This is an optimization exercise on Yosys and OpenROAD, whose aim is small area, a short achievable clock period and few clock cycles, not a production implementation.
In this exercise RTL edits were held to simulation tests only and were not proved equivalent to the original.

==> flow/design.v <==
`timescale 1ns / 1ps
module fmultiplier(
    input  wire        clk,
    input  wire        rst,
    input  wire        valid,       
    input  wire [31:0] a,
    input  wire [31:0] b,
    output reg  [31:0] z,
    output reg         out_valid    
);
    function automatic [4:0] msb23(input [22:0] x);
        integer i;
        begin
            msb23 = 5'd0;
            for (i = 0; i < 23; i = i + 1)
                if (x[i]) msb23 = i[4:0];
        end
    endfunction
    wire        sa = a[31], sb = b[31];
    wire [7:0]  ea = a[30:23], eb = b[30:23];
    wire [22:0] fa = a[22:0], fb = b[22:0];
    wire a_ez = (ea == 8'h00), b_ez = (eb == 8'h00);
    wire a_eo = (ea == 8'hFF), b_eo = (eb == 8'hFF);
    wire a_fz = (fa == 23'd0), b_fz = (fb == 23'd0);
    wire a_nan  = a_eo & ~a_fz, b_nan  = b_eo & ~b_fz;
    wire a_inf  = a_eo &  a_fz, b_inf  = b_eo &  b_fz;
    wire a_zero = a_ez &  a_fz, b_zero = b_ez &  b_fz;
    wire is_nan  = a_nan | b_nan | (a_inf & b_zero) | (b_inf & a_zero);
    wire is_inf  = a_inf | b_inf;
    wire is_zero = a_zero | b_zero;
    wire [23:0] ma = {~a_ez, fa};
    wire [23:0] mb = {~b_ez, fb};
    wire [7:0]  xa = {ea[7:1], ea[0] | a_ez};
    wire [7:0]  xb = {eb[7:1], eb[0] | b_ez};
    wire [26:0] yb = {2'b00, mb, 1'b0};
    wire [12:0] bn;               
    wire [24:0] bm0, bm1, bm2, bm3, bm4, bm5, bm6, bm7, bm8, bm9, bm10, bm11, bm12;
    wire [24:0] bmx [0:12];
    genvar gi;
    generate
        for (gi = 0; gi < 13; gi = gi + 1) begin : g_booth
            wire d2 = yb[2*gi+2], d1 = yb[2*gi+1], d0 = yb[2*gi];
            wire one = d1 ^ d0;
            wire two = ~one & (d2 ^ d1);
            assign bn[gi] = d2;
            assign bmx[gi] = (({25{one}} & {1'b0, ma}) | ({25{two}} & {ma, 1'b0})) ^ {25{bn[gi]}};
        end
    endgenerate
    assign bm0 = bmx[0];   assign bm1 = bmx[1];   assign bm2 = bmx[2];
    assign bm3 = bmx[3];   assign bm4 = bmx[4];   assign bm5 = bmx[5];
    assign bm6 = bmx[6];   assign bm7 = bmx[7];   assign bm8 = bmx[8];
    assign bm9 = bmx[9];   assign bm10 = bmx[10]; assign bm11 = bmx[11];
    assign bm12 = bmx[12];
    wire hs0, hc0;
    fmul_ha u_ha0 (.a(bn[8]), .b(bm0[16]), .s(hs0), .co(hc0));
    wire hs1, hc1;
    fmul_ha u_ha1 (.a(bm0[17]), .b(bm1[15]), .s(hs1), .co(hc1));
    wire fs0, fc0;
    fmul_fa u_fa0 (.a(bn[9]), .b(bm0[18]), .c(bm1[16]), .s(fs0), .co(fc0));
    wire hs2, hc2;
    fmul_ha u_ha2 (.a(bm2[14]), .b(bm3[12]), .s(hs2), .co(hc2));
    wire fs1, fc1;
    fmul_fa u_fa1 (.a(bm0[19]), .b(bm1[17]), .c(bm2[15]), .s(fs1), .co(fc1));
    wire hs3, hc3;
    fmul_ha u_ha3 (.a(bm3[13]), .b(bm4[11]), .s(hs3), .co(hc3));
    wire fs2, fc2;
    fmul_fa u_fa2 (.a(bn[10]), .b(bm0[20]), .c(bm1[18]), .s(fs2), .co(fc2));
    wire fs3, fc3;
    fmul_fa u_fa3 (.a(bm2[16]), .b(bm3[14]), .c(bm4[12]), .s(fs3), .co(fc3));
    wire hs4, hc4;
    fmul_ha u_ha4 (.a(bm5[10]), .b(bm6[8]), .s(hs4), .co(hc4));
    wire fs4, fc4;
    fmul_fa u_fa4 (.a(bm0[21]), .b(bm1[19]), .c(bm2[17]), .s(fs4), .co(fc4));
    wire fs5, fc5;
    fmul_fa u_fa5 (.a(bm3[15]), .b(bm4[13]), .c(bm5[11]), .s(fs5), .co(fc5));
    wire hs5, hc5;
    fmul_ha u_ha5 (.a(bm6[9]), .b(bm7[7]), .s(hs5), .co(hc5));
    wire fs6, fc6;
    fmul_fa u_fa6 (.a(bn[11]), .b(bm0[22]), .c(bm1[20]), .s(fs6), .co(fc6));
    wire fs7, fc7;
    fmul_fa u_fa7 (.a(bm2[18]), .b(bm3[16]), .c(bm4[14]), .s(fs7), .co(fc7));
    wire fs8, fc8;
    fmul_fa u_fa8 (.a(bm5[12]), .b(bm6[10]), .c(bm7[8]), .s(fs8), .co(fc8));
    wire hs6, hc6;
    fmul_ha u_ha6 (.a(bm8[6]), .b(bm9[4]), .s(hs6), .co(hc6));
    wire fs9, fc9;
    fmul_fa u_fa9 (.a(bm0[23]), .b(bm1[21]), .c(bm2[19]), .s(fs9), .co(fc9));
    wire fs10, fc10;
    fmul_fa u_fa10 (.a(bm3[17]), .b(bm4[15]), .c(bm5[13]), .s(fs10), .co(fc10));
    wire fs11, fc11;
    fmul_fa u_fa11 (.a(bm6[11]), .b(bm7[9]), .c(bm8[7]), .s(fs11), .co(fc11));
    wire hs7, hc7;
    fmul_ha u_ha7 (.a(bm9[5]), .b(bm10[3]), .s(hs7), .co(hc7));
    wire fs12, fc12;
    fmul_fa u_fa12 (.a(bm0[24]), .b(bm1[22]), .c(bm2[20]), .s(fs12), .co(fc12));
    wire fs13, fc13;
    fmul_fa u_fa13 (.a(bm3[18]), .b(bm4[16]), .c(bm5[14]), .s(fs13), .co(fc13));
    wire fs14, fc14;
    fmul_fa u_fa14 (.a(bm6[12]), .b(bm7[10]), .c(bm8[8]), .s(fs14), .co(fc14));
    wire fs15, fc15;
    fmul_fa u_fa15 (.a(bm9[6]), .b(bm10[4]), .c(bm11[2]), .s(fs15), .co(fc15));
    wire fs16, fc16;
    fmul_fa u_fa16 (.a(bn[0]), .b(bm1[23]), .c(bm2[21]), .s(fs16), .co(fc16));
    wire fs17, fc17;
    fmul_fa u_fa17 (.a(bm3[19]), .b(bm4[17]), .c(bm5[15]), .s(fs17), .co(fc17));
    wire fs18, fc18;
    fmul_fa u_fa18 (.a(bm6[13]), .b(bm7[11]), .c(bm8[9]), .s(fs18), .co(fc18));
    wire fs19, fc19;
    fmul_fa u_fa19 (.a(bm9[7]), .b(bm10[5]), .c(bm11[3]), .s(fs19), .co(fc19));
    wire fs20, fc20;
    fmul_fa u_fa20 (.a(bn[0]), .b(bm1[24]), .c(bm2[22]), .s(fs20), .co(fc20));
    wire fs21, fc21;
    fmul_fa u_fa21 (.a(bm3[20]), .b(bm4[18]), .c(bm5[16]), .s(fs21), .co(fc21));
    wire fs22, fc22;
    fmul_fa u_fa22 (.a(bm6[14]), .b(bm7[12]), .c(bm8[10]), .s(fs22), .co(fc22));
    wire fs23, fc23;
    fmul_fa u_fa23 (.a(bm9[8]), .b(bm10[6]), .c(bm11[4]), .s(fs23), .co(fc23));
    wire fs24, fc24;
    fmul_fa u_fa24 (.a(~bn[0]), .b(~bn[1]), .c(bm2[23]), .s(fs24), .co(fc24));
    wire fs25, fc25;
    fmul_fa u_fa25 (.a(bm3[21]), .b(bm4[19]), .c(bm5[17]), .s(fs25), .co(fc25));
    wire fs26, fc26;
    fmul_fa u_fa26 (.a(bm6[15]), .b(bm7[13]), .c(bm8[11]), .s(fs26), .co(fc26));
    wire fs27, fc27;
    fmul_fa u_fa27 (.a(bm9[9]), .b(bm10[7]), .c(bm11[5]), .s(fs27), .co(fc27));
    wire fs28, fc28;
    fmul_fa u_fa28 (.a(1'b1), .b(bm2[24]), .c(bm3[22]), .s(fs28), .co(fc28));
    wire fs29, fc29;
    fmul_fa u_fa29 (.a(bm4[20]), .b(bm5[18]), .c(bm6[16]), .s(fs29), .co(fc29));
    wire fs30, fc30;
    fmul_fa u_fa30 (.a(bm7[14]), .b(bm8[12]), .c(bm9[10]), .s(fs30), .co(fc30));
    wire hs8, hc8;
    fmul_ha u_ha8 (.a(bm10[8]), .b(bm11[6]), .s(hs8), .co(hc8));
    wire fs31, fc31;
    fmul_fa u_fa31 (.a(~bn[2]), .b(bm3[23]), .c(bm4[21]), .s(fs31), .co(fc31));
    wire fs32, fc32;
    fmul_fa u_fa32 (.a(bm5[19]), .b(bm6[17]), .c(bm7[15]), .s(fs32), .co(fc32));
    wire fs33, fc33;
    fmul_fa u_fa33 (.a(bm8[13]), .b(bm9[11]), .c(bm10[9]), .s(fs33), .co(fc33));
    wire fs34, fc34;
    fmul_fa u_fa34 (.a(1'b1), .b(bm3[24]), .c(bm4[22]), .s(fs34), .co(fc34));
    wire fs35, fc35;
    fmul_fa u_fa35 (.a(bm5[20]), .b(bm6[18]), .c(bm7[16]), .s(fs35), .co(fc35));
    wire hs9, hc9;
    fmul_ha u_ha9 (.a(bm8[14]), .b(bm9[12]), .s(hs9), .co(hc9));
    wire fs36, fc36;
    fmul_fa u_fa36 (.a(~bn[3]), .b(bm4[23]), .c(bm5[21]), .s(fs36), .co(fc36));
    wire fs37, fc37;
    fmul_fa u_fa37 (.a(bm6[19]), .b(bm7[17]), .c(bm8[15]), .s(fs37), .co(fc37));
    wire fs38, fc38;
    fmul_fa u_fa38 (.a(1'b1), .b(bm4[24]), .c(bm5[22]), .s(fs38), .co(fc38));
    wire hs10, hc10;
    fmul_ha u_ha10 (.a(bm6[20]), .b(bm7[18]), .s(hs10), .co(hc10));
    wire fs39, fc39;
    fmul_fa u_fa39 (.a(~bn[4]), .b(bm5[23]), .c(bm6[21]), .s(fs39), .co(fc39));
    wire hs11, hc11;
    fmul_ha u_ha11 (.a(1'b1), .b(bm5[24]), .s(hs11), .co(hc11));
    wire hs12, hc12;
    fmul_ha u_ha12 (.a(bn[5]), .b(bm0[10]), .s(hs12), .co(hc12));
    wire hs13, hc13;
    fmul_ha u_ha13 (.a(bm0[11]), .b(bm1[9]), .s(hs13), .co(hc13));
    wire fs40, fc40;
    fmul_fa u_fa40 (.a(bn[6]), .b(bm0[12]), .c(bm1[10]), .s(fs40), .co(fc40));
    wire hs14, hc14;
    fmul_ha u_ha14 (.a(bm2[8]), .b(bm3[6]), .s(hs14), .co(hc14));
    wire fs41, fc41;
    fmul_fa u_fa41 (.a(bm0[13]), .b(bm1[11]), .c(bm2[9]), .s(fs41), .co(fc41));
    wire hs15, hc15;
    fmul_ha u_ha15 (.a(bm3[7]), .b(bm4[5]), .s(hs15), .co(hc15));
    wire fs42, fc42;
    fmul_fa u_fa42 (.a(bn[7]), .b(bm0[14]), .c(bm1[12]), .s(fs42), .co(fc42));
    wire fs43, fc43;
    fmul_fa u_fa43 (.a(bm2[10]), .b(bm3[8]), .c(bm4[6]), .s(fs43), .co(fc43));
    wire hs16, hc16;
    fmul_ha u_ha16 (.a(bm5[4]), .b(bm6[2]), .s(hs16), .co(hc16));
    wire fs44, fc44;
    fmul_fa u_fa44 (.a(bm0[15]), .b(bm1[13]), .c(bm2[11]), .s(fs44), .co(fc44));
    wire fs45, fc45;
    fmul_fa u_fa45 (.a(bm3[9]), .b(bm4[7]), .c(bm5[5]), .s(fs45), .co(fc45));
    wire hs17, hc17;
    fmul_ha u_ha17 (.a(bm6[3]), .b(bm7[1]), .s(hs17), .co(hc17));
    wire fs46, fc46;
    fmul_fa u_fa46 (.a(bm1[14]), .b(bm2[12]), .c(bm3[10]), .s(fs46), .co(fc46));
    wire fs47, fc47;
    fmul_fa u_fa47 (.a(bm4[8]), .b(bm5[6]), .c(bm6[4]), .s(fs47), .co(fc47));
    wire fs48, fc48;
    fmul_fa u_fa48 (.a(bm7[2]), .b(bm8[0]), .c(hs0), .s(fs48), .co(fc48));
    wire fs49, fc49;
    fmul_fa u_fa49 (.a(bm2[13]), .b(bm3[11]), .c(bm4[9]), .s(fs49), .co(fc49));
    wire fs50, fc50;
    fmul_fa u_fa50 (.a(bm5[7]), .b(bm6[5]), .c(bm7[3]), .s(fs50), .co(fc50));
    wire fs51, fc51;
    fmul_fa u_fa51 (.a(bm8[1]), .b(hc0), .c(hs1), .s(fs51), .co(fc51));
    wire fs52, fc52;
    fmul_fa u_fa52 (.a(bm4[10]), .b(bm5[8]), .c(bm6[6]), .s(fs52), .co(fc52));
    wire fs53, fc53;
    fmul_fa u_fa53 (.a(bm7[4]), .b(bm8[2]), .c(bm9[0]), .s(fs53), .co(fc53));
    wire fs54, fc54;
    fmul_fa u_fa54 (.a(hc1), .b(hs2), .c(fs0), .s(fs54), .co(fc54));
    wire fs55, fc55;
    fmul_fa u_fa55 (.a(bm5[9]), .b(bm6[7]), .c(bm7[5]), .s(fs55), .co(fc55));
    wire fs56, fc56;
    fmul_fa u_fa56 (.a(bm8[3]), .b(bm9[1]), .c(hc2), .s(fs56), .co(fc56));
    wire fs57, fc57;
    fmul_fa u_fa57 (.a(hs3), .b(fc0), .c(fs1), .s(fs57), .co(fc57));
    wire fs58, fc58;
    fmul_fa u_fa58 (.a(bm7[6]), .b(bm8[4]), .c(bm9[2]), .s(fs58), .co(fc58));
    wire fs59, fc59;
    fmul_fa u_fa59 (.a(bm10[0]), .b(hc3), .c(hs4), .s(fs59), .co(fc59));
    wire fs60, fc60;
    fmul_fa u_fa60 (.a(fc1), .b(fs2), .c(fs3), .s(fs60), .co(fc60));
    wire fs61, fc61;
    fmul_fa u_fa61 (.a(bm8[5]), .b(bm9[3]), .c(bm10[1]), .s(fs61), .co(fc61));
    wire fs62, fc62;
    fmul_fa u_fa62 (.a(hc4), .b(hs5), .c(fc2), .s(fs62), .co(fc62));
    wire fs63, fc63;
    fmul_fa u_fa63 (.a(fc3), .b(fs4), .c(fs5), .s(fs63), .co(fc63));
    wire fs64, fc64;
    fmul_fa u_fa64 (.a(bm10[2]), .b(bm11[0]), .c(hc5), .s(fs64), .co(fc64));
    wire fs65, fc65;
    fmul_fa u_fa65 (.a(hs6), .b(fc4), .c(fc5), .s(fs65), .co(fc65));
    wire fs66, fc66;
    fmul_fa u_fa66 (.a(fs6), .b(fs7), .c(fs8), .s(fs66), .co(fc66));
    wire fs67, fc67;
    fmul_fa u_fa67 (.a(bm11[1]), .b(hc6), .c(hs7), .s(fs67), .co(fc67));
    wire fs68, fc68;
    fmul_fa u_fa68 (.a(fc6), .b(fc7), .c(fc8), .s(fs68), .co(fc68));
    wire fs69, fc69;
    fmul_fa u_fa69 (.a(fs9), .b(fs10), .c(fs11), .s(fs69), .co(fc69));
    wire fs70, fc70;
    fmul_fa u_fa70 (.a(bm12[0]), .b(hc7), .c(fc9), .s(fs70), .co(fc70));
    wire fs71, fc71;
    fmul_fa u_fa71 (.a(fc10), .b(fc11), .c(fs12), .s(fs71), .co(fc71));
    wire fs72, fc72;
    fmul_fa u_fa72 (.a(fs13), .b(fs14), .c(fs15), .s(fs72), .co(fc72));
    wire fs73, fc73;
    fmul_fa u_fa73 (.a(bm12[1]), .b(fc12), .c(fc13), .s(fs73), .co(fc73));
    wire fs74, fc74;
    fmul_fa u_fa74 (.a(fc14), .b(fc15), .c(fs16), .s(fs74), .co(fc74));
    wire fs75, fc75;
    fmul_fa u_fa75 (.a(fs17), .b(fs18), .c(fs19), .s(fs75), .co(fc75));
    wire fs76, fc76;
    fmul_fa u_fa76 (.a(bm12[2]), .b(fc16), .c(fc17), .s(fs76), .co(fc76));
    wire fs77, fc77;
    fmul_fa u_fa77 (.a(fc18), .b(fc19), .c(fs20), .s(fs77), .co(fc77));
    wire fs78, fc78;
    fmul_fa u_fa78 (.a(fs21), .b(fs22), .c(fs23), .s(fs78), .co(fc78));
    wire fs79, fc79;
    fmul_fa u_fa79 (.a(bm12[3]), .b(fc20), .c(fc21), .s(fs79), .co(fc79));
    wire fs80, fc80;
    fmul_fa u_fa80 (.a(fc22), .b(fc23), .c(fs24), .s(fs80), .co(fc80));
    wire fs81, fc81;
    fmul_fa u_fa81 (.a(fs25), .b(fs26), .c(fs27), .s(fs81), .co(fc81));
    wire fs82, fc82;
    fmul_fa u_fa82 (.a(bm12[4]), .b(hs8), .c(fc24), .s(fs82), .co(fc82));
    wire fs83, fc83;
    fmul_fa u_fa83 (.a(fc25), .b(fc26), .c(fc27), .s(fs83), .co(fc83));
    wire fs84, fc84;
    fmul_fa u_fa84 (.a(fs28), .b(fs29), .c(fs30), .s(fs84), .co(fc84));
    wire fs85, fc85;
    fmul_fa u_fa85 (.a(bm11[7]), .b(bm12[5]), .c(hc8), .s(fs85), .co(fc85));
    wire fs86, fc86;
    fmul_fa u_fa86 (.a(fc28), .b(fc29), .c(fc30), .s(fs86), .co(fc86));
    wire fs87, fc87;
    fmul_fa u_fa87 (.a(fs31), .b(fs32), .c(fs33), .s(fs87), .co(fc87));
    wire fs88, fc88;
    fmul_fa u_fa88 (.a(bm10[10]), .b(bm11[8]), .c(bm12[6]), .s(fs88), .co(fc88));
    wire fs89, fc89;
    fmul_fa u_fa89 (.a(hs9), .b(fc31), .c(fc32), .s(fs89), .co(fc89));
    wire fs90, fc90;
    fmul_fa u_fa90 (.a(fc33), .b(fs34), .c(fs35), .s(fs90), .co(fc90));
    wire fs91, fc91;
    fmul_fa u_fa91 (.a(bm9[13]), .b(bm10[11]), .c(bm11[9]), .s(fs91), .co(fc91));
    wire fs92, fc92;
    fmul_fa u_fa92 (.a(bm12[7]), .b(hc9), .c(fc34), .s(fs92), .co(fc92));
    wire fs93, fc93;
    fmul_fa u_fa93 (.a(fc35), .b(fs36), .c(fs37), .s(fs93), .co(fc93));
    wire fs94, fc94;
    fmul_fa u_fa94 (.a(bm8[16]), .b(bm9[14]), .c(bm10[12]), .s(fs94), .co(fc94));
    wire fs95, fc95;
    fmul_fa u_fa95 (.a(bm11[10]), .b(bm12[8]), .c(hs10), .s(fs95), .co(fc95));
    wire fs96, fc96;
    fmul_fa u_fa96 (.a(fc36), .b(fc37), .c(fs38), .s(fs96), .co(fc96));
    wire fs97, fc97;
    fmul_fa u_fa97 (.a(bm7[19]), .b(bm8[17]), .c(bm9[15]), .s(fs97), .co(fc97));
    wire fs98, fc98;
    fmul_fa u_fa98 (.a(bm10[13]), .b(bm11[11]), .c(bm12[9]), .s(fs98), .co(fc98));
    wire fs99, fc99;
    fmul_fa u_fa99 (.a(hc10), .b(fc38), .c(fs39), .s(fs99), .co(fc99));
    wire fs100, fc100;
    fmul_fa u_fa100 (.a(bm6[22]), .b(bm7[20]), .c(bm8[18]), .s(fs100), .co(fc100));
    wire fs101, fc101;
    fmul_fa u_fa101 (.a(bm9[16]), .b(bm10[14]), .c(bm11[12]), .s(fs101), .co(fc101));
    wire fs102, fc102;
    fmul_fa u_fa102 (.a(bm12[10]), .b(hs11), .c(fc39), .s(fs102), .co(fc102));
    wire fs103, fc103;
    fmul_fa u_fa103 (.a(~bn[5]), .b(bm6[23]), .c(bm7[21]), .s(fs103), .co(fc103));
    wire fs104, fc104;
    fmul_fa u_fa104 (.a(bm8[19]), .b(bm9[17]), .c(bm10[15]), .s(fs104), .co(fc104));
    wire fs105, fc105;
    fmul_fa u_fa105 (.a(bm11[13]), .b(bm12[11]), .c(hc11), .s(fs105), .co(fc105));
    wire fs106, fc106;
    fmul_fa u_fa106 (.a(1'b1), .b(bm6[24]), .c(bm7[22]), .s(fs106), .co(fc106));
    wire fs107, fc107;
    fmul_fa u_fa107 (.a(bm8[20]), .b(bm9[18]), .c(bm10[16]), .s(fs107), .co(fc107));
    wire hs18, hc18;
    fmul_ha u_ha18 (.a(bm11[14]), .b(bm12[12]), .s(hs18), .co(hc18));
    wire fs108, fc108;
    fmul_fa u_fa108 (.a(~bn[6]), .b(bm7[23]), .c(bm8[21]), .s(fs108), .co(fc108));
    wire fs109, fc109;
    fmul_fa u_fa109 (.a(bm9[19]), .b(bm10[17]), .c(bm11[15]), .s(fs109), .co(fc109));
    wire fs110, fc110;
    fmul_fa u_fa110 (.a(1'b1), .b(bm7[24]), .c(bm8[22]), .s(fs110), .co(fc110));
    wire hs19, hc19;
    fmul_ha u_ha19 (.a(bm9[20]), .b(bm10[18]), .s(hs19), .co(hc19));
    wire fs111, fc111;
    fmul_fa u_fa111 (.a(~bn[7]), .b(bm8[23]), .c(bm9[21]), .s(fs111), .co(fc111));
    wire hs20, hc20;
    fmul_ha u_ha20 (.a(1'b1), .b(bm8[24]), .s(hs20), .co(hc20));
    wire hs21, hc21;
    fmul_ha u_ha21 (.a(bn[3]), .b(bm0[6]), .s(hs21), .co(hc21));
    wire hs22, hc22;
    fmul_ha u_ha22 (.a(bm0[7]), .b(bm1[5]), .s(hs22), .co(hc22));
    wire fs112, fc112;
    fmul_fa u_fa112 (.a(bn[4]), .b(bm0[8]), .c(bm1[6]), .s(fs112), .co(fc112));
    wire hs23, hc23;
    fmul_ha u_ha23 (.a(bm2[4]), .b(bm3[2]), .s(hs23), .co(hc23));
    wire fs113, fc113;
    fmul_fa u_fa113 (.a(bm0[9]), .b(bm1[7]), .c(bm2[5]), .s(fs113), .co(fc113));
    wire hs24, hc24;
    fmul_ha u_ha24 (.a(bm3[3]), .b(bm4[1]), .s(hs24), .co(hc24));
    wire fs114, fc114;
    fmul_fa u_fa114 (.a(bm1[8]), .b(bm2[6]), .c(bm3[4]), .s(fs114), .co(fc114));
    wire fs115, fc115;
    fmul_fa u_fa115 (.a(bm4[2]), .b(bm5[0]), .c(hs12), .s(fs115), .co(fc115));
    wire fs116, fc116;
    fmul_fa u_fa116 (.a(bm2[7]), .b(bm3[5]), .c(bm4[3]), .s(fs116), .co(fc116));
    wire fs117, fc117;
    fmul_fa u_fa117 (.a(bm5[1]), .b(hc12), .c(hs13), .s(fs117), .co(fc117));
    wire fs118, fc118;
    fmul_fa u_fa118 (.a(bm4[4]), .b(bm5[2]), .c(bm6[0]), .s(fs118), .co(fc118));
    wire fs119, fc119;
    fmul_fa u_fa119 (.a(hc13), .b(hs14), .c(fs40), .s(fs119), .co(fc119));
    wire fs120, fc120;
    fmul_fa u_fa120 (.a(bm5[3]), .b(bm6[1]), .c(hc14), .s(fs120), .co(fc120));
    wire fs121, fc121;
    fmul_fa u_fa121 (.a(hs15), .b(fc40), .c(fs41), .s(fs121), .co(fc121));
    wire fs122, fc122;
    fmul_fa u_fa122 (.a(bm7[0]), .b(hc15), .c(hs16), .s(fs122), .co(fc122));
    wire fs123, fc123;
    fmul_fa u_fa123 (.a(fc41), .b(fs42), .c(fs43), .s(fs123), .co(fc123));
    wire fs124, fc124;
    fmul_fa u_fa124 (.a(hc16), .b(hs17), .c(fc42), .s(fs124), .co(fc124));
    wire fs125, fc125;
    fmul_fa u_fa125 (.a(fc43), .b(fs44), .c(fs45), .s(fs125), .co(fc125));
    wire fs126, fc126;
    fmul_fa u_fa126 (.a(hc17), .b(fc44), .c(fc45), .s(fs126), .co(fc126));
    wire fs127, fc127;
    fmul_fa u_fa127 (.a(fs46), .b(fs47), .c(fs48), .s(fs127), .co(fc127));
    wire fs128, fc128;
    fmul_fa u_fa128 (.a(fc46), .b(fc47), .c(fs49), .s(fs128), .co(fc128));
    wire fs129, fc129;
    fmul_fa u_fa129 (.a(fs50), .b(fc48), .c(fs51), .s(fs129), .co(fc129));
    wire fs130, fc130;
    fmul_fa u_fa130 (.a(fc49), .b(fc50), .c(fs52), .s(fs130), .co(fc130));
    wire fs131, fc131;
    fmul_fa u_fa131 (.a(fs53), .b(fc51), .c(fs54), .s(fs131), .co(fc131));
    wire fs132, fc132;
    fmul_fa u_fa132 (.a(fc52), .b(fc53), .c(fs55), .s(fs132), .co(fc132));
    wire fs133, fc133;
    fmul_fa u_fa133 (.a(fs56), .b(fc54), .c(fs57), .s(fs133), .co(fc133));
    wire fs134, fc134;
    fmul_fa u_fa134 (.a(fc55), .b(fs58), .c(fc56), .s(fs134), .co(fc134));
    wire fs135, fc135;
    fmul_fa u_fa135 (.a(fs59), .b(fc57), .c(fs60), .s(fs135), .co(fc135));
    wire fs136, fc136;
    fmul_fa u_fa136 (.a(fc58), .b(fs61), .c(fc59), .s(fs136), .co(fc136));
    wire fs137, fc137;
    fmul_fa u_fa137 (.a(fc60), .b(fs62), .c(fs63), .s(fs137), .co(fc137));
    wire fs138, fc138;
    fmul_fa u_fa138 (.a(fc61), .b(fs64), .c(fc62), .s(fs138), .co(fc138));
    wire fs139, fc139;
    fmul_fa u_fa139 (.a(fc63), .b(fs65), .c(fs66), .s(fs139), .co(fc139));
    wire fs140, fc140;
    fmul_fa u_fa140 (.a(fc64), .b(fs67), .c(fc65), .s(fs140), .co(fc140));
    wire fs141, fc141;
    fmul_fa u_fa141 (.a(fc66), .b(fs68), .c(fs69), .s(fs141), .co(fc141));
    wire fs142, fc142;
    fmul_fa u_fa142 (.a(fc67), .b(fc68), .c(fc69), .s(fs142), .co(fc142));
    wire fs143, fc143;
    fmul_fa u_fa143 (.a(fs70), .b(fs71), .c(fs72), .s(fs143), .co(fc143));
    wire fs144, fc144;
    fmul_fa u_fa144 (.a(fc70), .b(fc71), .c(fc72), .s(fs144), .co(fc144));
    wire fs145, fc145;
    fmul_fa u_fa145 (.a(fs73), .b(fs74), .c(fs75), .s(fs145), .co(fc145));
    wire fs146, fc146;
    fmul_fa u_fa146 (.a(fc73), .b(fc74), .c(fc75), .s(fs146), .co(fc146));
    wire fs147, fc147;
    fmul_fa u_fa147 (.a(fs76), .b(fs77), .c(fs78), .s(fs147), .co(fc147));
    wire fs148, fc148;
    fmul_fa u_fa148 (.a(fc76), .b(fc77), .c(fc78), .s(fs148), .co(fc148));
    wire fs149, fc149;
    fmul_fa u_fa149 (.a(fs79), .b(fs80), .c(fs81), .s(fs149), .co(fc149));
    wire fs150, fc150;
    fmul_fa u_fa150 (.a(fc79), .b(fc80), .c(fc81), .s(fs150), .co(fc150));
    wire fs151, fc151;
    fmul_fa u_fa151 (.a(fs82), .b(fs83), .c(fs84), .s(fs151), .co(fc151));
    wire fs152, fc152;
    fmul_fa u_fa152 (.a(fs85), .b(fc82), .c(fc83), .s(fs152), .co(fc152));
    wire fs153, fc153;
    fmul_fa u_fa153 (.a(fc84), .b(fs86), .c(fs87), .s(fs153), .co(fc153));
    wire fs154, fc154;
    fmul_fa u_fa154 (.a(fs88), .b(fc85), .c(fc86), .s(fs154), .co(fc154));
    wire fs155, fc155;
    fmul_fa u_fa155 (.a(fc87), .b(fs89), .c(fs90), .s(fs155), .co(fc155));
    wire fs156, fc156;
    fmul_fa u_fa156 (.a(fc88), .b(fs91), .c(fc89), .s(fs156), .co(fc156));
    wire fs157, fc157;
    fmul_fa u_fa157 (.a(fc90), .b(fs92), .c(fs93), .s(fs157), .co(fc157));
    wire fs158, fc158;
    fmul_fa u_fa158 (.a(fc91), .b(fs94), .c(fs95), .s(fs158), .co(fc158));
    wire fs159, fc159;
    fmul_fa u_fa159 (.a(fc92), .b(fc93), .c(fs96), .s(fs159), .co(fc159));
    wire fs160, fc160;
    fmul_fa u_fa160 (.a(fc94), .b(fs97), .c(fs98), .s(fs160), .co(fc160));
    wire fs161, fc161;
    fmul_fa u_fa161 (.a(fc95), .b(fc96), .c(fs99), .s(fs161), .co(fc161));
    wire fs162, fc162;
    fmul_fa u_fa162 (.a(fc97), .b(fc98), .c(fs100), .s(fs162), .co(fc162));
    wire fs163, fc163;
    fmul_fa u_fa163 (.a(fs101), .b(fc99), .c(fs102), .s(fs163), .co(fc163));
    wire fs164, fc164;
    fmul_fa u_fa164 (.a(fc100), .b(fc101), .c(fs103), .s(fs164), .co(fc164));
    wire fs165, fc165;
    fmul_fa u_fa165 (.a(fs104), .b(fs105), .c(fc102), .s(fs165), .co(fc165));
    wire fs166, fc166;
    fmul_fa u_fa166 (.a(hs18), .b(fc103), .c(fc104), .s(fs166), .co(fc166));
    wire fs167, fc167;
    fmul_fa u_fa167 (.a(fs106), .b(fs107), .c(fc105), .s(fs167), .co(fc167));
    wire fs168, fc168;
    fmul_fa u_fa168 (.a(bm12[13]), .b(hc18), .c(fc106), .s(fs168), .co(fc168));
    wire fs169, fc169;
    fmul_fa u_fa169 (.a(fc107), .b(fs108), .c(fs109), .s(fs169), .co(fc169));
    wire fs170, fc170;
    fmul_fa u_fa170 (.a(bm11[16]), .b(bm12[14]), .c(hs19), .s(fs170), .co(fc170));
    wire fs171, fc171;
    fmul_fa u_fa171 (.a(fc108), .b(fc109), .c(fs110), .s(fs171), .co(fc171));
    wire fs172, fc172;
    fmul_fa u_fa172 (.a(bm10[19]), .b(bm11[17]), .c(bm12[15]), .s(fs172), .co(fc172));
    wire fs173, fc173;
    fmul_fa u_fa173 (.a(hc19), .b(fc110), .c(fs111), .s(fs173), .co(fc173));
    wire fs174, fc174;
    fmul_fa u_fa174 (.a(bm9[22]), .b(bm10[20]), .c(bm11[18]), .s(fs174), .co(fc174));
    wire fs175, fc175;
    fmul_fa u_fa175 (.a(bm12[16]), .b(hs20), .c(fc111), .s(fs175), .co(fc175));
    wire fs176, fc176;
    fmul_fa u_fa176 (.a(~bn[8]), .b(bm9[23]), .c(bm10[21]), .s(fs176), .co(fc176));
    wire fs177, fc177;
    fmul_fa u_fa177 (.a(bm11[19]), .b(bm12[17]), .c(hc20), .s(fs177), .co(fc177));
    wire fs178, fc178;
    fmul_fa u_fa178 (.a(1'b1), .b(bm9[24]), .c(bm10[22]), .s(fs178), .co(fc178));
    wire hs25, hc25;
    fmul_ha u_ha25 (.a(bm11[20]), .b(bm12[18]), .s(hs25), .co(hc25));
    wire fs179, fc179;
    fmul_fa u_fa179 (.a(~bn[9]), .b(bm10[23]), .c(bm11[21]), .s(fs179), .co(fc179));
    wire hs26, hc26;
    fmul_ha u_ha26 (.a(1'b1), .b(bm10[24]), .s(hs26), .co(hc26));
    wire hs27, hc27;
    fmul_ha u_ha27 (.a(bn[2]), .b(bm0[4]), .s(hs27), .co(hc27));
    wire hs28, hc28;
    fmul_ha u_ha28 (.a(bm0[5]), .b(bm1[3]), .s(hs28), .co(hc28));
    wire fs180, fc180;
    fmul_fa u_fa180 (.a(bm1[4]), .b(bm2[2]), .c(bm3[0]), .s(fs180), .co(fc180));
    wire fs181, fc181;
    fmul_fa u_fa181 (.a(bm2[3]), .b(bm3[1]), .c(hc21), .s(fs181), .co(fc181));
    wire fs182, fc182;
    fmul_fa u_fa182 (.a(bm4[0]), .b(hc22), .c(hs23), .s(fs182), .co(fc182));
    wire fs183, fc183;
    fmul_fa u_fa183 (.a(hc23), .b(hs24), .c(fc112), .s(fs183), .co(fc183));
    wire fs184, fc184;
    fmul_fa u_fa184 (.a(hc24), .b(fc113), .c(fs114), .s(fs184), .co(fc184));
    wire fs185, fc185;
    fmul_fa u_fa185 (.a(fc114), .b(fs116), .c(fc115), .s(fs185), .co(fc185));
    wire fs186, fc186;
    fmul_fa u_fa186 (.a(fc116), .b(fs118), .c(fc117), .s(fs186), .co(fc186));
    wire fs187, fc187;
    fmul_fa u_fa187 (.a(fc118), .b(fs120), .c(fc119), .s(fs187), .co(fc187));
    wire fs188, fc188;
    fmul_fa u_fa188 (.a(fc120), .b(fs122), .c(fc121), .s(fs188), .co(fc188));
    wire fs189, fc189;
    fmul_fa u_fa189 (.a(fc122), .b(fc123), .c(fs124), .s(fs189), .co(fc189));
    wire fs190, fc190;
    fmul_fa u_fa190 (.a(fc124), .b(fc125), .c(fs126), .s(fs190), .co(fc190));
    wire fs191, fc191;
    fmul_fa u_fa191 (.a(fc126), .b(fs128), .c(fc127), .s(fs191), .co(fc191));
    wire fs192, fc192;
    fmul_fa u_fa192 (.a(fc128), .b(fs130), .c(fc129), .s(fs192), .co(fc192));
    wire fs193, fc193;
    fmul_fa u_fa193 (.a(fc130), .b(fs132), .c(fc131), .s(fs193), .co(fc193));
    wire fs194, fc194;
    fmul_fa u_fa194 (.a(fc132), .b(fs134), .c(fc133), .s(fs194), .co(fc194));
    wire fs195, fc195;
    fmul_fa u_fa195 (.a(fc134), .b(fs136), .c(fc135), .s(fs195), .co(fc195));
    wire fs196, fc196;
    fmul_fa u_fa196 (.a(fc136), .b(fs138), .c(fc137), .s(fs196), .co(fc196));
    wire fs197, fc197;
    fmul_fa u_fa197 (.a(fc138), .b(fs140), .c(fc139), .s(fs197), .co(fc197));
    wire fs198, fc198;
    fmul_fa u_fa198 (.a(fc140), .b(fc141), .c(fs142), .s(fs198), .co(fc198));
    wire fs199, fc199;
    fmul_fa u_fa199 (.a(fc142), .b(fc143), .c(fs144), .s(fs199), .co(fc199));
    wire fs200, fc200;
    fmul_fa u_fa200 (.a(fc144), .b(fc145), .c(fs146), .s(fs200), .co(fc200));
    wire fs201, fc201;
    fmul_fa u_fa201 (.a(fc146), .b(fc147), .c(fs148), .s(fs201), .co(fc201));
    wire fs202, fc202;
    fmul_fa u_fa202 (.a(fc148), .b(fc149), .c(fs150), .s(fs202), .co(fc202));
    wire fs203, fc203;
    fmul_fa u_fa203 (.a(fc150), .b(fs152), .c(fc151), .s(fs203), .co(fc203));
    wire fs204, fc204;
    fmul_fa u_fa204 (.a(fc152), .b(fs154), .c(fc153), .s(fs204), .co(fc204));
    wire fs205, fc205;
    fmul_fa u_fa205 (.a(fc154), .b(fs156), .c(fc155), .s(fs205), .co(fc205));
    wire fs206, fc206;
    fmul_fa u_fa206 (.a(fs158), .b(fc156), .c(fc157), .s(fs206), .co(fc206));
    wire fs207, fc207;
    fmul_fa u_fa207 (.a(fs160), .b(fc158), .c(fc159), .s(fs207), .co(fc207));
    wire fs208, fc208;
    fmul_fa u_fa208 (.a(fc160), .b(fs162), .c(fc161), .s(fs208), .co(fc208));
    wire fs209, fc209;
    fmul_fa u_fa209 (.a(fc162), .b(fs164), .c(fc163), .s(fs209), .co(fc209));
    wire fs210, fc210;
    fmul_fa u_fa210 (.a(fc164), .b(fs166), .c(fs167), .s(fs210), .co(fc210));
    wire fs211, fc211;
    fmul_fa u_fa211 (.a(fc166), .b(fs168), .c(fs169), .s(fs211), .co(fc211));
    wire fs212, fc212;
    fmul_fa u_fa212 (.a(fs170), .b(fc168), .c(fc169), .s(fs212), .co(fc212));
    wire fs213, fc213;
    fmul_fa u_fa213 (.a(fs172), .b(fc170), .c(fc171), .s(fs213), .co(fc213));
    wire fs214, fc214;
    fmul_fa u_fa214 (.a(fc172), .b(fs174), .c(fc173), .s(fs214), .co(fc214));
    wire fs215, fc215;
    fmul_fa u_fa215 (.a(fc174), .b(fs176), .c(fs177), .s(fs215), .co(fc215));
    wire fs216, fc216;
    fmul_fa u_fa216 (.a(hs25), .b(fc176), .c(fs178), .s(fs216), .co(fc216));
    wire fs217, fc217;
    fmul_fa u_fa217 (.a(bm12[19]), .b(hc25), .c(fc178), .s(fs217), .co(fc217));
    wire fs218, fc218;
    fmul_fa u_fa218 (.a(bm11[22]), .b(bm12[20]), .c(hs26), .s(fs218), .co(fc218));
    wire fs219, fc219;
    fmul_fa u_fa219 (.a(~bn[10]), .b(bm11[23]), .c(bm12[21]), .s(fs219), .co(fc219));
    wire hs29, hc29;
    fmul_ha u_ha29 (.a(1'b1), .b(bm11[24]), .s(hs29), .co(hc29));
    wire hs30, hc30;
    fmul_ha u_ha30 (.a(bn[1]), .b(bm0[2]), .s(hs30), .co(hc30));
    wire hs31, hc31;
    fmul_ha u_ha31 (.a(bm0[3]), .b(bm1[1]), .s(hs31), .co(hc31));
    wire fs220, fc220;
    fmul_fa u_fa220 (.a(bm1[2]), .b(bm2[0]), .c(hs27), .s(fs220), .co(fc220));
    wire fs221, fc221;
    fmul_fa u_fa221 (.a(bm2[1]), .b(hc27), .c(hs28), .s(fs221), .co(fc221));
    wire fs222, fc222;
    fmul_fa u_fa222 (.a(hc28), .b(hs21), .c(fs180), .s(fs222), .co(fc222));
    wire fs223, fc223;
    fmul_fa u_fa223 (.a(hs22), .b(fc180), .c(fs181), .s(fs223), .co(fc223));
    wire fs224, fc224;
    fmul_fa u_fa224 (.a(fs112), .b(fc181), .c(fs182), .s(fs224), .co(fc224));
    wire fs225, fc225;
    fmul_fa u_fa225 (.a(fs113), .b(fc182), .c(fs183), .s(fs225), .co(fc225));
    wire fs226, fc226;
    fmul_fa u_fa226 (.a(fs115), .b(fc183), .c(fs184), .s(fs226), .co(fc226));
    wire fs227, fc227;
    fmul_fa u_fa227 (.a(fs117), .b(fc184), .c(fs185), .s(fs227), .co(fc227));
    wire fs228, fc228;
    fmul_fa u_fa228 (.a(fs119), .b(fc185), .c(fs186), .s(fs228), .co(fc228));
    wire fs229, fc229;
    fmul_fa u_fa229 (.a(fs121), .b(fc186), .c(fs187), .s(fs229), .co(fc229));
    wire fs230, fc230;
    fmul_fa u_fa230 (.a(fs123), .b(fc187), .c(fs188), .s(fs230), .co(fc230));
    wire fs231, fc231;
    fmul_fa u_fa231 (.a(fs125), .b(fc188), .c(fs189), .s(fs231), .co(fc231));
    wire fs232, fc232;
    fmul_fa u_fa232 (.a(fs127), .b(fc189), .c(fs190), .s(fs232), .co(fc232));
    wire fs233, fc233;
    fmul_fa u_fa233 (.a(fs129), .b(fc190), .c(fs191), .s(fs233), .co(fc233));
    wire fs234, fc234;
    fmul_fa u_fa234 (.a(fs131), .b(fc191), .c(fs192), .s(fs234), .co(fc234));
    wire fs235, fc235;
    fmul_fa u_fa235 (.a(fs133), .b(fc192), .c(fs193), .s(fs235), .co(fc235));
    wire fs236, fc236;
    fmul_fa u_fa236 (.a(fs135), .b(fc193), .c(fs194), .s(fs236), .co(fc236));
    wire fs237, fc237;
    fmul_fa u_fa237 (.a(fs137), .b(fc194), .c(fs195), .s(fs237), .co(fc237));
    wire fs238, fc238;
    fmul_fa u_fa238 (.a(fs139), .b(fc195), .c(fs196), .s(fs238), .co(fc238));
    wire fs239, fc239;
    fmul_fa u_fa239 (.a(fs141), .b(fc196), .c(fs197), .s(fs239), .co(fc239));
    wire fs240, fc240;
    fmul_fa u_fa240 (.a(fs143), .b(fc197), .c(fs198), .s(fs240), .co(fc240));
    wire fs241, fc241;
    fmul_fa u_fa241 (.a(fs145), .b(fc198), .c(fs199), .s(fs241), .co(fc241));
    wire fs242, fc242;
    fmul_fa u_fa242 (.a(fs147), .b(fc199), .c(fs200), .s(fs242), .co(fc242));
    wire fs243, fc243;
    fmul_fa u_fa243 (.a(fs149), .b(fc200), .c(fs201), .s(fs243), .co(fc243));
    wire fs244, fc244;
    fmul_fa u_fa244 (.a(fs151), .b(fc201), .c(fs202), .s(fs244), .co(fc244));
    wire fs245, fc245;
    fmul_fa u_fa245 (.a(fs153), .b(fc202), .c(fs203), .s(fs245), .co(fc245));
    wire fs246, fc246;
    fmul_fa u_fa246 (.a(fs155), .b(fc203), .c(fs204), .s(fs246), .co(fc246));
    wire fs247, fc247;
    fmul_fa u_fa247 (.a(fs157), .b(fc204), .c(fs205), .s(fs247), .co(fc247));
    wire fs248, fc248;
    fmul_fa u_fa248 (.a(fs159), .b(fc205), .c(fs206), .s(fs248), .co(fc248));
    wire fs249, fc249;
    fmul_fa u_fa249 (.a(fs161), .b(fc206), .c(fs207), .s(fs249), .co(fc249));
    wire fs250, fc250;
    fmul_fa u_fa250 (.a(fs163), .b(fc207), .c(fs208), .s(fs250), .co(fc250));
    wire fs251, fc251;
    fmul_fa u_fa251 (.a(fs165), .b(fs209), .c(fc208), .s(fs251), .co(fc251));
    wire fs252, fc252;
    fmul_fa u_fa252 (.a(fc165), .b(fs210), .c(fc209), .s(fs252), .co(fc252));
    wire fs253, fc253;
    fmul_fa u_fa253 (.a(fc167), .b(fs211), .c(fc210), .s(fs253), .co(fc253));
    wire fs254, fc254;
    fmul_fa u_fa254 (.a(fs171), .b(fc211), .c(fs212), .s(fs254), .co(fc254));
    wire fs255, fc255;
    fmul_fa u_fa255 (.a(fs173), .b(fc212), .c(fs213), .s(fs255), .co(fc255));
    wire fs256, fc256;
    fmul_fa u_fa256 (.a(fs175), .b(fc213), .c(fs214), .s(fs256), .co(fc256));
    wire fs257, fc257;
    fmul_fa u_fa257 (.a(fc175), .b(fs215), .c(fc214), .s(fs257), .co(fc257));
    wire fs258, fc258;
    fmul_fa u_fa258 (.a(fc177), .b(fs216), .c(fc215), .s(fs258), .co(fc258));
    wire fs259, fc259;
    fmul_fa u_fa259 (.a(fs179), .b(fc216), .c(fs217), .s(fs259), .co(fc259));
    wire fs260, fc260;
    fmul_fa u_fa260 (.a(fc179), .b(fs218), .c(fc217), .s(fs260), .co(fc260));
    wire fs261, fc261;
    fmul_fa u_fa261 (.a(hc26), .b(fs219), .c(fc218), .s(fs261), .co(fc261));
    wire fs262, fc262;
    fmul_fa u_fa262 (.a(bm12[22]), .b(hs29), .c(fc219), .s(fs262), .co(fc262));
    wire fs263, fc263;
    fmul_fa u_fa263 (.a(~bn[11]), .b(bm12[23]), .c(hc29), .s(fs263), .co(fc263));
    wire [47:0] s_row = {fs263, fs262, fs261, fc259, fs259, fs258, fs257, fc255, fc254, fs254, fs253, fs252, fc250, fc249, fc248, fc247, fc246, fc245, fc244, fc243, fc242, fc241, fc240, fc239, fc238, fc237, fc236, fc235, fc234, fc233, fc232, fc231, fc230, fc229, fc228, fc227, fc226, fc225, fc224, fc223, fc222, fc221, fc220, hc31, hc30, bm1[0], bm0[1], bn[0]};
    wire [47:0] c_row = {fc262, fc261, fc260, fs260, fc258, fc257, fc256, fs256, fs255, fc253, fc252, fc251, fs251, fs250, fs249, fs248, fs247, fs246, fs245, fs244, fs243, fs242, fs241, fs240, fs239, fs238, fs237, fs236, fs235, fs234, fs233, fs232, fs231, fs230, fs229, fs228, fs227, fs226, fs225, fs224, fs223, fs222, fs221, fs220, hs31, hs30, 1'b0, bm0[0]};
    wire [4:0]  ka  = msb23(fa), kb = msb23(fb);    
    wire [8:0]  xs  = {1'b0, xa} + {1'b0, xb};
    wire signed [10:0] u_nn = $signed({2'b00, xs}) - 11'sd128;
    wire signed [10:0] u_an = $signed({3'b000, xb}) + $signed({6'd0, ka}) - 11'sd150;
    wire signed [10:0] u_bn = $signed({3'b000, xa}) + $signed({6'd0, kb}) - 11'sd150;
    wire signed [10:0] u  = a_ez ? u_an : (b_ez ? u_bn : u_nn);
    wire        nrm = ~u[10];                       
    wire [4:0]  t1  = a_ez ? ka : (b_ez ? kb : 5'd23);    
    wire signed [10:0] t2 = 11'sd151 - $signed({2'b00, xs});    
    wire        t2big = (xs < 9'd88);               
    wire [5:0]  t2c = t2big ? 6'd63 : t2[5:0];
    wire [5:0]  tsh = nrm ? {1'b0, t1} : t2c;       
    wire [7:0]  e_0 = nrm ? u[7:0] : 8'd0;          
    wire        ovf_hi = nrm & (u >= 11'sd254);
    wire        ovf_eq = nrm & (u == 11'sd253);
    wire        special = is_nan | is_inf | is_zero;
    wire        uf = (xs < 9'd103);                 
    wire        slow = ~special & ~uf & (a_ez | b_ez | u_nn[10]);
    localparam K = 16;
    wire [K:0]  p_lo = {1'b0, s_row[K-1:0]} + {1'b0, c_row[K-1:0]};
    reg [47:K] r_s, r_c;
    reg [K-1:0] r_plo;
    reg        r_cy;
    reg [5:0]  r_tsh;
    reg [7:0]  r_e0;
    reg        r_ovh, r_ove, r_sz, r_nan, r_inf, r_zero, r_slow;
    reg        r_v1;              
    reg        r_v2;              
    reg [47:22] r_q;              
    reg         r_sst1, r_sst0;   
    wire        hold = r_v1 & r_slow;
    always @(posedge clk) begin
        r_s    <= s_row[47:K];
        r_c    <= c_row[47:K];
        r_plo  <= p_lo[K-1:0];
        r_cy   <= p_lo[K];
        r_tsh  <= tsh;
    end
    always @(posedge clk) begin
        if (!hold) begin
            r_e0   <= e_0;
            r_ovh  <= ovf_hi & ~is_zero;
            r_ove  <= ovf_eq & ~is_zero;
            r_sz   <= sa ^ sb;
            r_nan  <= is_nan;
            r_inf  <= is_inf;
            r_zero <= is_zero | uf;
            r_slow <= slow;
        end
    end
    always @(posedge clk or posedge rst) begin
        if (rst) begin
            r_v1 <= 1'b0;
            r_v2 <= 1'b0;
        end else begin
            r_v1 <= valid;
            r_v2 <= r_v1 & r_slow;
        end
    end
    wire [48:K] p_hc = {r_s, 1'b1} + {r_c, r_cy};
    wire [47:K] p_hi = p_hc[48:K+1];
    wire [47:0] p = {p_hi, r_plo};
    wire [70:0] x  = {p, 23'd0};
    wire [70:0] qx = x >> r_tsh;
    reg [47:0] lo1, lo0;
    integer k;
    always @(*) begin
        for (k = 0; k < 48; k = k + 1) begin
            lo1[k] = (k < r_tsh);
            lo0[k] = (k + 1 < r_tsh);
        end
    end
    always @(posedge clk) begin
        r_q    <= qx[47:22];
        r_sst1 <= |(p & lo1);
        r_sst0 <= |(p & lo0);
    end
    wire [47:22] q = r_v2 ? r_q : p[47:22];
    wire [7:0]  e_1 = r_e0 + 8'd1;
    wire [7:0]  e_2 = r_e0 + 8'd2;
    wire        st1 = r_v2 ? r_sst1 : (p[22:0] != 23'd0);
    wire        st0 = r_v2 ? r_sst0 : (p[21:0] != 22'd0);
    wire        inc_h = q[23] & (st1 | q[24]);
    wire        inc_l = q[22] & (st0 | q[23]);
    wire        inc   = q[47] ? inc_h : inc_l;
    wire [30:0] pk0   = q[47] ? {e_2, q[46:24]} : {(q[46] ? e_1 : r_e0), q[45:23]};
    wire [30:0] pk    = pk0 + {30'd0, inc};
    wire        ovf   = r_ovh | (r_ove & q[47]);
    always @(*) out_valid = (r_v1 & ~r_slow) | r_v2;
    always @(*) begin
        if (r_nan)
            z = 32'h7FC0_0000;
        else if (r_inf | ovf)
            z = {r_sz, 8'hFF, 23'd0};
        else if (r_zero)
            z = {r_sz, 31'd0};
        else
            z = {r_sz, pk};
    end
endmodule
module fmul_fa(input wire a, input wire b, input wire c, output wire s, output wire co);
    assign s  = a ^ b ^ c;
    assign co = (a & b) | (a & c) | (b & c);
endmodule
module fmul_ha(input wire a, input wire b, output wire s, output wire co);
    assign s  = a ^ b;
    assign co = a & b;
endmodule
==> flow/flow/run.sh <==
#!/bin/bash
# Standard layout, with the ports buffered by buf cells instead of the delay
# buffer that buffer_ports picks by default.
export BUFFER_PORTS_ARGS="-buffer_cell sky130_fd_sc_hd__buf_2"
bash standard.sh > standard.log 2>&1
==> flow/standard.sh <==
#!/bin/bash
# synth_recipe.tcl (not shown) runs the flow's synth.tcl, then flattens the netlist and writes it again
# the make line also repeats each setting of config.mk as NAME=value (left out here)
make -C /OpenROAD-flow-scripts/flow DESIGN_CONFIG=/design/flow/config.mk WORK_HOME=/design/flow/orfs CLKGATE_MAP_FILE= SYNTH_SCRIPT=/design/flow/synth_recipe.tcl "${@:-finish}"
==> flow/config.mk <==
export PLATFORM = sky130hd
export DESIGN_NAME = fmultiplier
export DESIGN_NICKNAME = fmultiplier
export VERILOG_FILES = /design/flow/design.v
export SDC_FILE = /design/flow/constraint.sdc
export NUM_CORES = 4
export LEC_CHECK = 0
export ABC_AREA = 1
export CAP_MARGIN = 20
export CORE_MARGIN = 2
export CORE_UTILIZATION = 40
export PLACE_DENSITY = 0.6
export SETUP_SLACK_MARGIN = 4.0
export SLEW_MARGIN = 20
export SYNTH_HIERARCHICAL = 1
==> flow/constraint.sdc <==
create_clock -name core_clock -period 10.0 [get_ports {clk}]
set_input_delay 2.0000 -clock core_clock [delete_from_list [all_inputs] [get_ports {clk}]]
set_output_delay 2.0000 -clock core_clock [all_outputs]
set_load 0.01 [all_outputs]
==> summary.txt, run 1 <==
Outcome
  – Status: timing/DRC/antenna clean

STA
  – Min setup slack post-route: between 3 and 4 ns
  – Fin crit share: 0.6085
  – Setup Skew: around 0.022 ns
  – Post-route minimum period: 6.085 ns
  – Max Clock Freq: about 160 MHz
  – RSZ-0062 raised after global routing: true
  – Final TNS setup: 0 ns
  – Worst slew margin: 0.1975
  – Final hold vios: 0
  – Worst Tran Pin Value: roughly 1.2 ns
  – Setup violators final: 0
  – Slew Limit Fails: 0

Final layout
  – Area growth syn-to-layout: 13.97%
  – Antenna diode count: 0
  – Final #Nets: 4012
  – Proportion of layout cells with a drive suffix above 1: 0.1395
  – Fin util: 0.4591
  – Final Non-Filler Cells: around 4300

Drt
  – Highest routed metal layer: met5
  – Met3 wire len: slightly above 9000 um
  – DR DRC count: 0
  – Metal-1 WL: 38500 um
  – Routed WL: 95330 um
  – Met2 wire len: 41880 um
  – Starting DRT DRC Count: 2824
  – WL/cell: 21.93 um
  – First-pass detailed-route iteration total: 6
  – Detail Route Antenna Nets: 0
  – Vias: 25290
  – Vias per cell: 5.818

Clock tree
  – Deepest clock path buffer count: 2
  – Root Buffer: clkbuf_16
  – Hold Buf Count CTS: 0
  – Clk pin slew, worst setup/hold paths: 0.07 ns
  – Clk Latency, worst-skew pair: 0.49 ns
  – Htree depth: 4
  – CTS Sinks: 132
  – TritonCTS clock tree: yes
  – Clock buffer count from CTS: 17

Worst setup path
  – Worst r2r path cells: 40
  – Type of destination of the critical path: output port
  – WP data required: 8.00 ns
  – Worst Setup Path Type: reg2out
  – WP data arrival: between 4 and 5 ns
  – Critical Path Fanout Max: 4
  – CP Launch Type: register

Floorplan
  – Starting Density: 0.4029
  – Die footprint: 63930 um2
  – Io pins: 100
  – Core footprint: 61480 um2
  – Chip Height: 252.8 um
  – # rows: 91
  – Die W: 252.8 um

Place
  – Port Buf Inserts: 99
  – Placed cell count: approximately 4200
  – Post-DP HPWL: 67700 um
  – Pre-CTS setup slack: ~2.7 ns
  – GPL Wtd Cong: 0.9612

Global route
  – Remaining Overflow, GRT: 0
  – All-Layer GR Usage: 0.2958
  – Initial antenna violation count: 3
  – First-pass GRT wire length: 143900 um
  – Vias in the first global route: 24290
  – Largest net degree at the start of global routing: 80

Logic synthesis
  – Most instantiated library cell after synthesis: nand2_1
  – Post-synth cell types: 65
  – Top cells by count, synth: nand2_1, xor2_1, inv_1
  – Yosys Warn Count: 7
  – #FFs+latches synth: 132
  – Area share of the largest cell type after synthesis: 0.2166
  – EDFF count, synth: 15
  – Top cells by area, synth: fa_1, nand2_1, xor2_1
  – Top cell type by total area after synthesis: fa_1
  – Post-Syn Area: roughly 25000 um2
  – Syn_area_per_cell: 7.163 um2
  – Gate Count Post-Synth: about 3500
  – Sequential fraction of the synthesis area: 0.1131
  – Async set-or-reset flop fraction in the synthesized netlist: 0.01515
  – Post-synth top flop: dfxtp_1

Hold path
  – Worst hold stages: 4
  – Hold/Removal Path Class: reg2reg

Flow run
  – Max cap viols: 0
## per-stage QoR
stage          hold slack, ns  cell area [um2]
6_report               0.8667            28230
5_1_grt                0.9012            28230
4_1_cts                0.8522            27430
3_5_place_dp           0.8407            26070
3_3_place_gp           0.8478            26070
2_1_floorplan          0.6119            24840
## cell usage in the layout (no fill, tap or decap), types with 20 or more instances in the layout
master and n:
o21ai_0 163, nand4_1 27, dfxtp_1 105, o22ai_1 293, fa_1 266, a21oi_1 81, nand2_1 763, nand2_2 37
nor2_1 210, nand3_1 169, buf_2 95, ha_1 118, xor2_1 325, nor3_1 21, or2_2 21, clkinv_1 25
inv_1 313, nor2_2 20, clkbuf_16 21, o21ai_1 21, buf_4 127
## Yosys stat by module (local to each module, per instance)
module       flops+latches  times used
fmul_fa                  0         264
fmul_ha                  0          32
fmultiplier            132           1
## path summary, 6_finish.rpt
path,start,to,slack [ns]
max,r_cy$_DFF_P_,z[26],3.92
max reg2reg,r_cy$_DFF_P_,r_q[37]$_DFF_P_,4.02
max in group asynchronous,rst,r_v1$_DFF_PP0_,8.54
min reg2reg,r_tsh[3]$_DFF_P_,r_q[28]$_DFF_P_,0.87
min,r_tsh[3]$_DFF_P_,r_q[28]$_DFF_P_,0.87
min in group asynchronous,rst,r_v2$_DFF_PP0_,1.35
## registers in the layout, indices dropped and copies added, names as in the netlist
register / cells
r_v2: 1
r_sst0: 1
r_ovh: 1
r_tsh: 6
r_slow: 1
r_s: 32
r_cy: 1
r_sz: 1
r_c: 32
r_zero: 1
r_sst1: 1
r_v1: 1
r_nan: 1
r_q: 26
r_ove: 1
r_e0: 8
r_inf: 1
r_plo: 16
## per-layer routing
layer,GRT usage,vias up
li1,-,11620
met3,0.06661,355
met2,0.4608,1394
met4,0.1530,2
met1,0.3835,11910
met5,0.0007722,-
## worst max-delay path, cell delays in order (launching register included)
cell and delay [ns]:
dfxtp_4 0.38, inv_2 0.04, fa_2 0.55, inv_2 0.05
nor4_2 0.13, nand4_1 0.17, nor3_2 0.17, nand4_1 0.18
nor3_4 0.21, a31oi_4 0.16, a21oi_2 0.13, nand3_1 0.11
nand3_2 0.10, o21ai_2 0.05, ha_2 0.21, ha_4 0.17
nand3_4 0.07, inv_4 0.06, nand3_2 0.09, nor2_2 0.05
buf_4 0.13, nand3_2 0.05, nand2_1 0.04, nand3_1 0.08
nand2_1 0.06, buf_2 0.13
## logic make-up after synthesis
logic type / after synthesis / synth area share
buffers and inverters: 553 / 0.08572
xor gates and xnor gates: 344 / 0.1216
and+or+nand+nor: 1338 / 0.2281
AOI/OAI and AO/OA: 682 / 0.1645
adders and majority gates: 402 / 0.2843
DFF: 132 / 0.1131
muxes: 6 / 0.002425
other: 1 / 0.0001514
## repair_timing
item,CTS,global route
setup endpoints to repair,102,83
pin swaps,27,38
resized for setup,95,143
buffers inserted,48,32
gates cloned,6,4
## cell type report
class / count / area, um2
fillers: 6229 / 33250
multi-input cells: 2786 / 20640
flip-flops and latches: 132 / 2818
repair buffers: 245 / 1834
inverters: 360 / 1393
well taps: 790 / 988.4
clock buffers: 19 / 432.9
clock inverters: 13 / 111.4
repair inverters: 1 / 7.507
Testbench counts, summed over its fixed seeds: cycles 16,082.
==> run 2: changes to the inputs <==
--- a/flow/design.v
+++ b/flow/design.v
@@ -706,4 +706,3 @@
     end
-    wire [48:K] p_hc = {r_s, 1'b1} + {r_c, r_cy};
-    wire [47:K] p_hi = p_hc[48:K+1];
+    wire [47:K] p_hi = r_s + r_c + {{(47-K){1'b0}}, r_cy};
     wire [47:0] p = {p_hi, r_plo};
@@ -719,6 +718,8 @@
     end
+    wire        sst1 = |(p & lo1);
+    wire        sst0 = |(p & lo0);
     always @(posedge clk) begin
         r_q    <= qx[47:22];
-        r_sst1 <= |(p & lo1);
-        r_sst0 <= |(p & lo0);
+        r_sst1 <= sst1;
+        r_sst0 <= sst0;
     end
@@ -727,9 +728,13 @@
     wire [7:0]  e_2 = r_e0 + 8'd2;
-    wire        st1 = r_v2 ? r_sst1 : (p[22:0] != 23'd0);
-    wire        st0 = r_v2 ? r_sst0 : (p[21:0] != 22'd0);
+    wire        st1 = r_v2 ? r_sst1 : sst1;
+    wire        st0 = r_v2 ? r_sst0 : sst0;
     wire        inc_h = q[23] & (st1 | q[24]);
+    wire [30:0] pk_h0 = {e_2, q[46:24]};
+    wire [30:0] pk_h1 = pk_h0 + 31'd1;
+    wire [30:0] pk_h  = inc_h ? pk_h1 : pk_h0;
     wire        inc_l = q[22] & (st0 | q[23]);
-    wire        inc   = q[47] ? inc_h : inc_l;
-    wire [30:0] pk0   = q[47] ? {e_2, q[46:24]} : {(q[46] ? e_1 : r_e0), q[45:23]};
-    wire [30:0] pk    = pk0 + {30'd0, inc};
+    wire [30:0] pk_l0 = {(q[46] ? e_1 : r_e0), q[45:23]};
+    wire [30:0] pk_l1 = pk_l0 + 31'd1;
+    wire [30:0] pk_l  = inc_l ? pk_l1 : pk_l0;
+    wire [30:0] pk    = q[47] ? pk_h : pk_l;
     wire        ovf   = r_ovh | (r_ove & q[47]);
==> run 2 against run 1 <==
  * Critical endpoint is now z[18]
  * Maximum frequency grew 2.2%
  * Core utilization grew 1.6 points
  * Synthesized cell count grew 8.5%
  * Die area grew 5.4%
==> summary.txt, run 2 <==
Outcome
  – Status: timing/DRC/antenna clean

Global route
  – Remaining Overflow, GRT: 0
  – All-Layer GR Usage: 0.2974
  – First-pass GRT wire length: 153600 um
  – Vias in the first global route: 25980
  – Initial antenna violation count: 1
  – Largest net degree at the start of global routing: 56

STA
  – Final TNS setup: 0 ns
  – Worst Tran Pin Value: ~1.2 ns
  – RSZ-0062 raised after global routing: true
  – Max Clock Freq: around 170 MHz
  – Fin crit share: 0.5956
  – Setup violators final: 0
  – Final hold vios: 0
  – Setup Skew: 0.01547 ns
  – Post-route minimum period: 5.956 ns
  – Worst slew margin: 0.2060
  – Slew Limit Fails: 0

Logic synthesis
  – Area share of the largest cell type after synthesis: 0.2060
  – Mux share of post-synthesis cell area: 0.004595
  – Post-Syn Area: between 20000 and 30000 um2
  – Top cells by area, synth: fa_1, nand2_1, xor2_1
  – Async set-or-reset flop fraction in the synthesized netlist: 0.01515
  – Top cell type by total area after synthesis: fa_1
  – Compound-Gate Fraction of Synth Area: 0.1528
  – Sequential fraction of the synthesis area: 0.1072
  – Yosys Warn Count: 7
  – EDFF count, synth: 15
  – #FFs+latches synth: 132
  – Largest family of logic cells by synthesized area: adder cells
  – Synth Area in XOR/XNOR: 0.1169
  – Most instantiated library cell after synthesis: nand2_1
  – Top cells by count, synth: nand2_1, inv_1, xor2_1
  – Post-synth cell types: between 60 and 70
  – Gate Count Post-Synth: approximately 3800
  – Post-Synth Simple-Gate Area: 0.2558
  – Syn_area_per_cell: ~7.0 um2
  – Post-synthesis adder-cell area fraction: 0.2711
  – Post-synth top flop: dfxtp_1

Hold path
  – Hold/Removal Path Class: reg2reg

Drt
  – DR DRC count: 0
  – Vias per cell: 5.792
  – Detail Route Antenna Nets: 0
  – Vias: 27280
  – Starting DRT DRC Count: 2728
  – First-pass detailed-route iteration total: 6
  – Routed WL: 102500 um
  – WL/cell: 21.76 um

Flow run
  – Max cap viols: 0

Worst setup path
  – Type of destination of the critical path: output port
  – WP data arrival: 3.96 ns
  – Critical Path Fanout Max: 5
  – Worst Setup Path Type: reg2out
  – WP data required: around 8 ns
  – CP Launch Type: register

Floorplan
  – # rows: 93
  – Starting Density: 0.4048
  – Die footprint: approximately 67000 um2
  – Io pins: 100
  – Chip Height: 259.6 um
  – Core footprint: 64580 um2
  – Die W: around 260 um

Place
  – Dpl cell area: around 28000 um2
  – Post-DP HPWL: 73420 um
  – GPL Wtd Cong: 0.9902
  – Port Buf Inserts: 99

Clock tree
  – Htree depth: 4
  – CTS Sinks: 132
  – Root Buffer: clkbuf_16
  – Deepest clock path buffer count: 2
  – Clk pin slew, worst setup/hold paths: approximately 0.07 ns
  – TritonCTS clock tree: yes
  – Clk Latency, worst-skew pair: around 0.48 ns
  – Clock buffer count from CTS: 17

Final layout
  – Final #Nets: between 4000 and 5000
  – Area growth syn-to-layout: 17.26%
  – Most frequent cells in the layout: nand2_1, inv_1, xor2_1, o22ai_1, fa_1
  – FF/Latch Area: 2806 um2
  – Proportion of layout cells with a drive suffix above 1: 0.1653
  – Filler cell count: 6585
  – Multi-input gate area: 22450 um2
  – Final instance area: between 30000 and 40000 um2
  – Commonest non-fill, non-tap cell in the layout: nand2_1
  – Top flop regs: r_c x32, r_s x32, r_q x26
run 2: cell types whose count changed after synthesis, moves of 7 or more:
cell,change
nand4_1,+26
buf_2,+10
a21oi_1,+10
nor2_1,+44
o211ai_1,-8
o21bai_1,-7
nand2_1,+65
nand3_1,+87
nor3_2,+7
o21ai_1,+8
inv_1,+51
run 2: cells by family (layout without fill, tap and decap cells):
family	Yosys count	count (layout)
AND/OR/NAND/NOR	1560	1564
AO/OA/AOI/OAI	679	679
buffers and inverters	614	703
adder cells (fa/ha/maj)	405	405
XOR/XNOR	349	349
flip-flops	132	132
multiplexers	12	12
other	1	12
run 2: path summary, 6_finish.rpt:
kind                                  start                  to  slack, ns  depth (start not counted)
setup / recovery               r_cy$_DFF_P_               z[18]       4.04                         22
hold / removal             r_slow$_DFFE_PN_      r_v2$_DFF_PP0_       0.88                          2
setup reg to reg               r_cy$_DFF_P_  r_q[46]$_SDFF_PP0_       6.62                         21
hold reg to reg            r_slow$_DFFE_PN_      r_v2$_DFF_PP0_       0.88                          2
max in group asynchronous               rst      r_v2$_DFF_PP0_       8.54                          2
min in group asynchronous               rst      r_v1$_DFF_PP0_       1.35                          2
run 2: modules after synthesis, one instance, submodules excluded:
module | area, um2 | cells | times used
fmul_ha | 12.51 | 1 | 32
fmul_fa | 20.02 | 1 | 264
fmultiplier | 20460 | 3456 | 1
run 2: cell type report:
type	count	share of cell area
repair inverters	1	0.0002857
diodes	2	0.0001633
clock inverters	15	0.004204
multi-input cells	3019	0.7323
repair buffers	258	0.06927
well taps	855	0.03490
flip-flops and latches	132	0.09155
inverters	412	0.05343
clock buffers	17	0.01388
run 2: per-stage QoR:
step,hold WS (ns),std cells,setup slack [ns],util
after detailed placement,0.8918,4581,2.193,0.4261
after CTS,0.8899,4649,3.991,0.4466
final,0.8823,4711,4.044,0.4747
after floorplan,0.6723,3761,4.018,-
after global placement,0.8798,4580,2.239,0.4257
after global routing,0.9484,4709,3.852,0.4746
run 2: what timing repair did:
action                     in CTS  in global routing
pin swaps                      26                100
setup endpoints to repair      97                 64
setup buffers                  34                 49
hold endpoints to repair        0                  0
cloned                          2                 11
hold buffers                    0                  0
resized for setup             126                314
run 2: worst max-delay path, cell delays in order (launching register included):
cell     delay, ns
dfxtp_2       0.33
inv_2         0.04
fa_2          0.37
inv_2         0.09
fa_2          0.30
nand3_4       0.11
nand3_4       0.14
nand3_4       0.09
nand4_1       0.21
nand2_4       0.13
nand2_1       0.08
nand4_1       0.17
nor2_1        0.17
nand3_2       0.11
o21ai_4       0.27
nand2_8       0.13
buf_4         0.18
nand2_1       0.07
xor2_1        0.18
nand2_1       0.08
nand2_1       0.06
nor2_1        0.03
buf_2         0.13
run 2: per-layer routing:
metal	track usage	share of wire
met5	0	0
met4	0.1287	0.049
met3	0.06501	0.095
met2	0.4672	0.44
met1	0.3932	0.41
Testbench counts of run 2, summed over its fixed seeds: cycles 16,082.

## separate check: timing with driven ports
Ports are ideal in the flow. The routed layouts listed here were re-timed in OpenROAD. Step 1: set_driving_cell puts a clkbuf_16 on clk and a buf_2 on each other input, an assumption about the parent block. Step 2 also shifts input and output timing later by t, the mid clock arrival at the registers, as if the neighbouring blocks saw the same clock. Three values: no drivers, after step 1, after step 2; two values: the first two.
run	t, ns	slack for setup (ns)	hold slack, ns	pins driven straight from the clock port
run 1	0.539	3.915 / 3.856 / 3.489	0.867 / 0.867 / 0.867	1
run 2	0.539	4.044 / 3.982 / 3.569	0.882 / 0.882 / 0.882	1
After both steps every run listed still meets setup and hold. For run 2, which loses most, drivers alone change the setup slack by -0.062 ns; drivers and shift together by -0.475 ns.
